From an optimization exercise on the open Yosys and OpenROAD flow, aimed at small area, a short achievable clock period and few clock cycles per item; shortcuts taken in it are not production practice. In this exercise RTL edits were held to simulation tests only and were not proved equivalent to the original.

Design geofence, start of the top module:
module geofence (clk, reset, X, Y, R, valid, is_inside);
input clk;
input reset;
input [9:0] X;
input [9:0] Y;
input [10:0] R;
output reg valid;
output reg is_inside;
reg [5:0] n;                        
wire [5:0] n_n = (n == 6'd38) ? 6'd0 : n + 6'd1;
reg [2:0] g;                        
wire [2:0] g_n = (n == 6'd38 || g == 3'd5) ? 3'd0 : g + 3'd1;
reg inph;
reg [30:0] ring [0:5];              
reg [9:0] X0, Y0;
integer k;
always @(posedge clk) begin
    for (k = 0; k < 5; k = k + 1) ring[k] <= ring[k+1];
    ring[5] <= inph ? {X, Y, R} : ring[0];
    if (n == 6'd0) begin X0 <= X; Y0 <= Y; end
end
function [2:0] posof;               
    input [2:0] j;
    input [2:0] gg;
    reg [3:0] d;
    begin
        d = {1'b0, j} + 4'd6 - {1'b0, gg};
        posof = (d >= 4'd6) ? d[2:0] - 3'd6 : d[2:0];
    end
endfunction
reg [2:0] rk1, rk2, rk3, rk4, rk5;
wire [2:0] rf1, rf2, rf3, rf4, rf5;    
function [2:0] lsel;                
    input [2:0] r;
    begin
        lsel = (rf1 == r) ? 3'd1 : (rf2 == r) ? 3'd2 : (rf3 == r) ? 3'd3 :
               (rf4 == r) ? 3'd4 : 3'd5;
    end
endfunction
reg [5:0] selA, selB;               
reg [30:0] pA, pB;
integer kk;
always @(*) begin
    pA = 31'd0; pB = 31'd0;
    for (kk = 0; kk < 6; kk = kk + 1) begin
        pA = pA | (ring[kk] & {31{selA[kk]}});
        pB = pB | (ring[kk] & {31{selB[kk]}});
    end
end
wire [9:0]  ax = pA[30:21], ay = pA[20:11];
wire [10:0] ar = pA[10:0];
wire [9:0]  bx = pB[30:21], by = pB[20:11];
wire [10:0] br = pB[10:0];
reg rld, sload, smul, scmp, aph, sph, eph, uvl, aqsh, aacc, tsel, fin, radsum, radodd;
reg [3:0] asel;                     
function [5:0] pairof;
    input [5:0] nn;
    case (nn)
        6'd3:  pairof = {3'd1, 3'd2};
        6'd4:  pairof = {3'd1, 3'd3};
        6'd5:  pairof = {3'd2, 3'd3};
        6'd6:  pairof = {3'd1, 3'd4};
        6'd7:  pairof = {3'd2, 3'd4};
        6'd8:  pairof = {3'd3, 3'd4};
  ...
Size: ~4400 cells after synthesis, ~510 flip-flops, roughly 35 I/O pins.
export LEC_CHECK = 0
export ABC_AREA = 1
export CAP_MARGIN = 20
export CORE_MARGIN = 2
export CORE_UTILIZATION = 40
export GPL_TIMING_DRIVEN = 0
export SLEW_MARGIN = 20
create_clock -name core_clock -period 25.0 [get_ports {clk}]
standard.sh (not shown) runs the stock make flow with config.mk's settings and CLKGATE_MAP_FILE= SYNTH_SCRIPT=/design/flow/synth_recipe.tcl, a recipe that flattens the netlist after the stock synthesis.
==> flow/flow/run.sh <==
#!/bin/bash
# Standard ORFS layout at the design's clock and constraints, with two changes:
# the ports are buffered with a plain buf_2 (instead of the delay buffer
# buffer_ports picks by default), and repair_timing is asked for 18.85 ns of
# setup margin so that it also works on paths that already meet the clock.
set -euo pipefail
export BUFFER_PORTS_ARGS="-buffer_cell sky130_fd_sc_hd__buf_2"
export SETUP_SLACK_MARGIN=18.85
bash standard.sh > standard.log 2>&1
Testbench counts at the start, summed over its fixed seeds: cycles 62,400, items 1,600.
Then changed:
==> flow/flow/run.sh (replaced) <==
#!/bin/bash
# Standard ORFS layout at the design's clock and constraints, with two changes:
# the ports are buffered with a plain buf_2 (instead of the delay buffer
# buffer_ports picks by default), and repair_timing is asked for 19 ns of
# setup margin so that it also works on paths that already meet the clock.
set -euo pipefail
export BUFFER_PORTS_ARGS="-buffer_cell sky130_fd_sc_hd__buf_2"
export SETUP_SLACK_MARGIN=19
bash standard.sh > standard.log 2>&1
--- a/flow/config.mk
+++ b/flow/config.mk
@@ -11,3 +11,4 @@
 export CORE_UTILIZATION = 40
-export GPL_TIMING_DRIVEN = 0
+export CTS_CLUSTER_DIAMETER = 100
+export CTS_CLUSTER_SIZE = 20
 export SLEW_MARGIN = 20
Outcome:
- core utilization goes down by 1.4 points
- maximum frequency rises by 0.80%
- hold slack gets better by 0.014 ns
- area after synthesis stays the same
- first-iteration DRC count decreases by 11%
- sequential share of layout area goes up by 0.95 points
- global-route usage fell by 0.80 points

---

== north ==
geofence, a different RTL version from the one above (not shown whole).
Size: about 500 flip-flops, roughly 35 I/O pins, ~39000 sq um of cells after synthesis.
// geofence
module geofence (clk, reset, X, Y, R, valid, is_inside);
input clk;
input reset;
input [9:0] X;
input [9:0] Y;
input [10:0] R;
output reg valid;
output reg is_inside;
reg [5:0] n;                        
wire [5:0] n_n = (n == 6'd38) ? 6'd0 : n + 6'd1;
reg [2:0] g;                        
wire [2:0] g_n = (n == 6'd38 || g == 3'd5) ? 3'd0 : g + 3'd1;
reg inph;
reg [30:0] ring [0:5];              
reg [9:0] X0, Y0;
integer k;
always @(posedge clk) begin
    for (k = 0; k < 5; k = k + 1) ring[k] <= ring[k+1];
    ring[5] <= inph ? {X, Y, R} : ring[0];
    if (n == 6'd0) begin X0 <= X; Y0 <= Y; end
end
function [2:0] posof;               
    input [2:0] j;
    input [2:0] gg;
    reg [3:0] d;
    begin
        d = {1'b0, j} + 4'd6 - {1'b0, gg};
        posof = (d >= 4'd6) ? d[2:0] - 3'd6 : d[2:0];
    end
endfunction
reg [2:0] rk1, rk2, rk3, rk4, rk5;
wire [2:0] rf1, rf2, rf3, rf4, rf5;    
function [2:0] lsel;                
    input [2:0] r;
    begin
        lsel = (rf1 == r) ? 3'd1 : (rf2 == r) ? 3'd2 : (rf3 == r) ? 3'd3 :
  ...
clock: 25.0 ns
lec_check: 0
abc_area: 1
cap_margin: 20
core_margin: 2
core_utilization: 40
slew_margin: 20
==> flow/flow/run.sh <==
#!/bin/bash
# Standard ORFS layout; the only change is the cell used to buffer the ports
# (a plain buf_2 instead of the delay buffer buffer_ports picks by default).
set -euo pipefail
export BUFFER_PORTS_ARGS="-buffer_cell sky130_fd_sc_hd__buf_2"
bash standard.sh > standard.log 2>&1
Testbench counts of north, summed over its fixed seeds: cycles 62,400, items 1,600.
For south, these inputs were changed with respect to north:
==> flow/flow/run.sh <==
#!/bin/bash
# Standard ORFS layout at the design's clock and constraints, with two changes:
# the ports are buffered with a plain buf_2 (instead of the delay buffer
# buffer_ports picks by default), and repair_timing is asked for 19 ns of
# setup margin so that it also works on paths that already meet the clock.
set -euo pipefail
export BUFFER_PORTS_ARGS="-buffer_cell sky130_fd_sc_hd__buf_2"
export SETUP_SLACK_MARGIN=19
bash standard.sh > standard.log 2>&1
### Flow results
- NOTE: area growth from synthesis to layout in south exceeds that of north
- Compared with north, south has extra setup slack.
- Summary of south over north: final weighted congestion in routability-driven placement did not really move.

---

## build 63
geofence, a different RTL version from the one above (not shown whole).
Size in the first run: roughly 4400 cells after synthesis, ~35 I/O pins, ~37000 µm² of cells after synthesis.
==> flow/config.mk <==
export PLATFORM = sky130hd
export DESIGN_NAME = geofence
export DESIGN_NICKNAME = geofence
export VERILOG_FILES = /design/flow/design.v
export SDC_FILE = /design/flow/constraint.sdc
export NUM_CORES = 4
export LEC_CHECK = 0
export ABC_AREA = 1
export CAP_MARGIN = 20
export CORE_MARGIN = 2
export CORE_UTILIZATION = 40
export SLEW_MARGIN = 20
==> flow/constraint.sdc <==
create_clock -name core_clock -period 25.0 [get_ports {clk}]
set_input_delay 5.0000 -clock core_clock [delete_from_list [all_inputs] [get_ports {clk}]]
set_output_delay 5.0000 -clock core_clock [all_outputs]
set_load 0.01 [all_outputs]
==> flow/flow/run.sh <==
#!/bin/bash
# Standard ORFS layout at the design's clock and constraints, with two changes:
# the ports are buffered with a plain buf_2 (instead of the delay buffer
# buffer_ports picks by default), and repair_timing is asked for 19 ns of
# setup margin so that it also works on paths that already meet the clock.
set -euo pipefail
export BUFFER_PORTS_ARGS="-buffer_cell sky130_fd_sc_hd__buf_2"
export SETUP_SLACK_MARGIN=19
bash standard.sh > standard.log 2>&1
Testbench counts of build 63, summed over its fixed seeds: cycles 60,800, items 1,600.
Input-level comparison between build 93 and build 63:
Settings: putting CTS_CLUSTER_DIAMETER at 100 where nothing was set; putting CTS_CLUSTER_SIZE at 20 where nothing was set.
==> comparison <==
For total area of sequential cells, build 93 and build 63 come out practically identical. Non-clock buffer count: build 93 vs build 63 down 1. Relative to build 63, worst reg-to-reg path cell count decreased by 1 in build 93. Sequential share of layout area in build 93 vs build 63: up 0.76 points. Build 63 reports its timing endpoint of the critical path as is_inside while build 93 reports valid. Worst hold margin (lower): build 63.

---

== wip/violet ==
Another version of the RTL of geofence (not shown whole).
Size in the first run: roughly 510 flip-flops, roughly 35 I/O pins, about 34,000 um^2 of cells after synthesis.
export LEC_CHECK = 0
export ABC_AREA = 0
export CAP_MARGIN = 20
export CORE_MARGIN = 2
export CORE_UTILIZATION = 55
export CTS_CLUSTER_DIAMETER = 100
export CTS_CLUSTER_SIZE = 20
export SLEW_MARGIN = 20
create_clock -name core_clock -period 25.0 [get_ports {clk}]
Scripts as last shown in full above: flow/flow/run.sh
wip/violet reached the final stage; the timing, design-rule and antenna checks on its layout passed.
Testbench counts of wip/violet, summed over its fixed seeds: cycles 60,800, items 1,600.
For wip/garnet, these inputs were changed with respect to wip/violet:
Settings: swapping 0 for 1 in ABC_AREA; swapping 55 for 40 in CORE_UTILIZATION.
Diff wip/violet -> wip/garnet: non-filler instance count after layout +1,099; global-route usage -7.9 points.
Cmp wip/garnet and wip/violet / largest net degree at the start of global routing / lower: wip/garnet
Most common library cell in the layout ignoring fill and taps = sky130_fd_sc_hd__dfxtp_1: wip/violet; most common library cell in the layout ignoring fill and taps = sky130_fd_sc_hd__nand2_1: wip/garnet
Summary of wip/garnet over wip/violet: via density per instance fell 0.82; half-perimeter wire length after detailed placement picked up an extra 2900 um; die area climbed 25,000 um^2; number of placed cells counting well taps rose 1,153; count of inserted antenna diode cells moved down.
On synthesized area, wip/violet beats wip/garnet.

==> what the ideal ports hide <==
No port has a modelled driver above. Below, the same layouts with a new extraction and two added sets of constraints. Step 1, drivers: a clkbuf_16 drives clk and a buf_2 each remaining input, both assumed. Step 2 adds t to the input delays and takes it off the output delays; t is the mean of the earliest and latest rising clock arrival at the registers after step 1. Input paths then give back, and output paths get back, about the clock's delay inside the block. Slacks: no drivers / after step 1 / after step 2; pairs: no drivers / after step 1.
run	t (ns)	setup slack, ns	hold WS [ns]	worst register clock-pin slew, ns
the first run of note 1	0.688	18.802 / 18.734 / 19.167	0.324 / 0.324 / 0.324	0.08 / 0.08
the second run of note 1	0.704	18.851 / 18.784 / 19.275	0.338 / 0.338 / 0.338	0.10 / 0.10
north	0.713	18.753 / 18.753 / 18.753	0.319 / 0.319 / 0.319	0.07 / 0.07
south	0.718	18.828 / 18.760 / 19.085	0.317 / 0.317 / 0.317	0.07 / 0.07
build 63	0.702	18.895 / 18.829 / 19.144	0.327 / 0.327 / 0.327	0.06 / 0.06
build 93	0.651	18.925 / 18.858 / 19.197	0.330 / 0.330 / 0.330	0.09 / 0.09
wip/violet	0.711	18.829 / 18.759 / 18.954	0.326 / 0.326 / 0.326	0.09 / 0.09
wip/garnet	0.657	18.922 / 18.852 / 19.270	0.331 / 0.331 / 0.331	0.10 / 0.10
After both steps setup and hold are still met in every run listed.
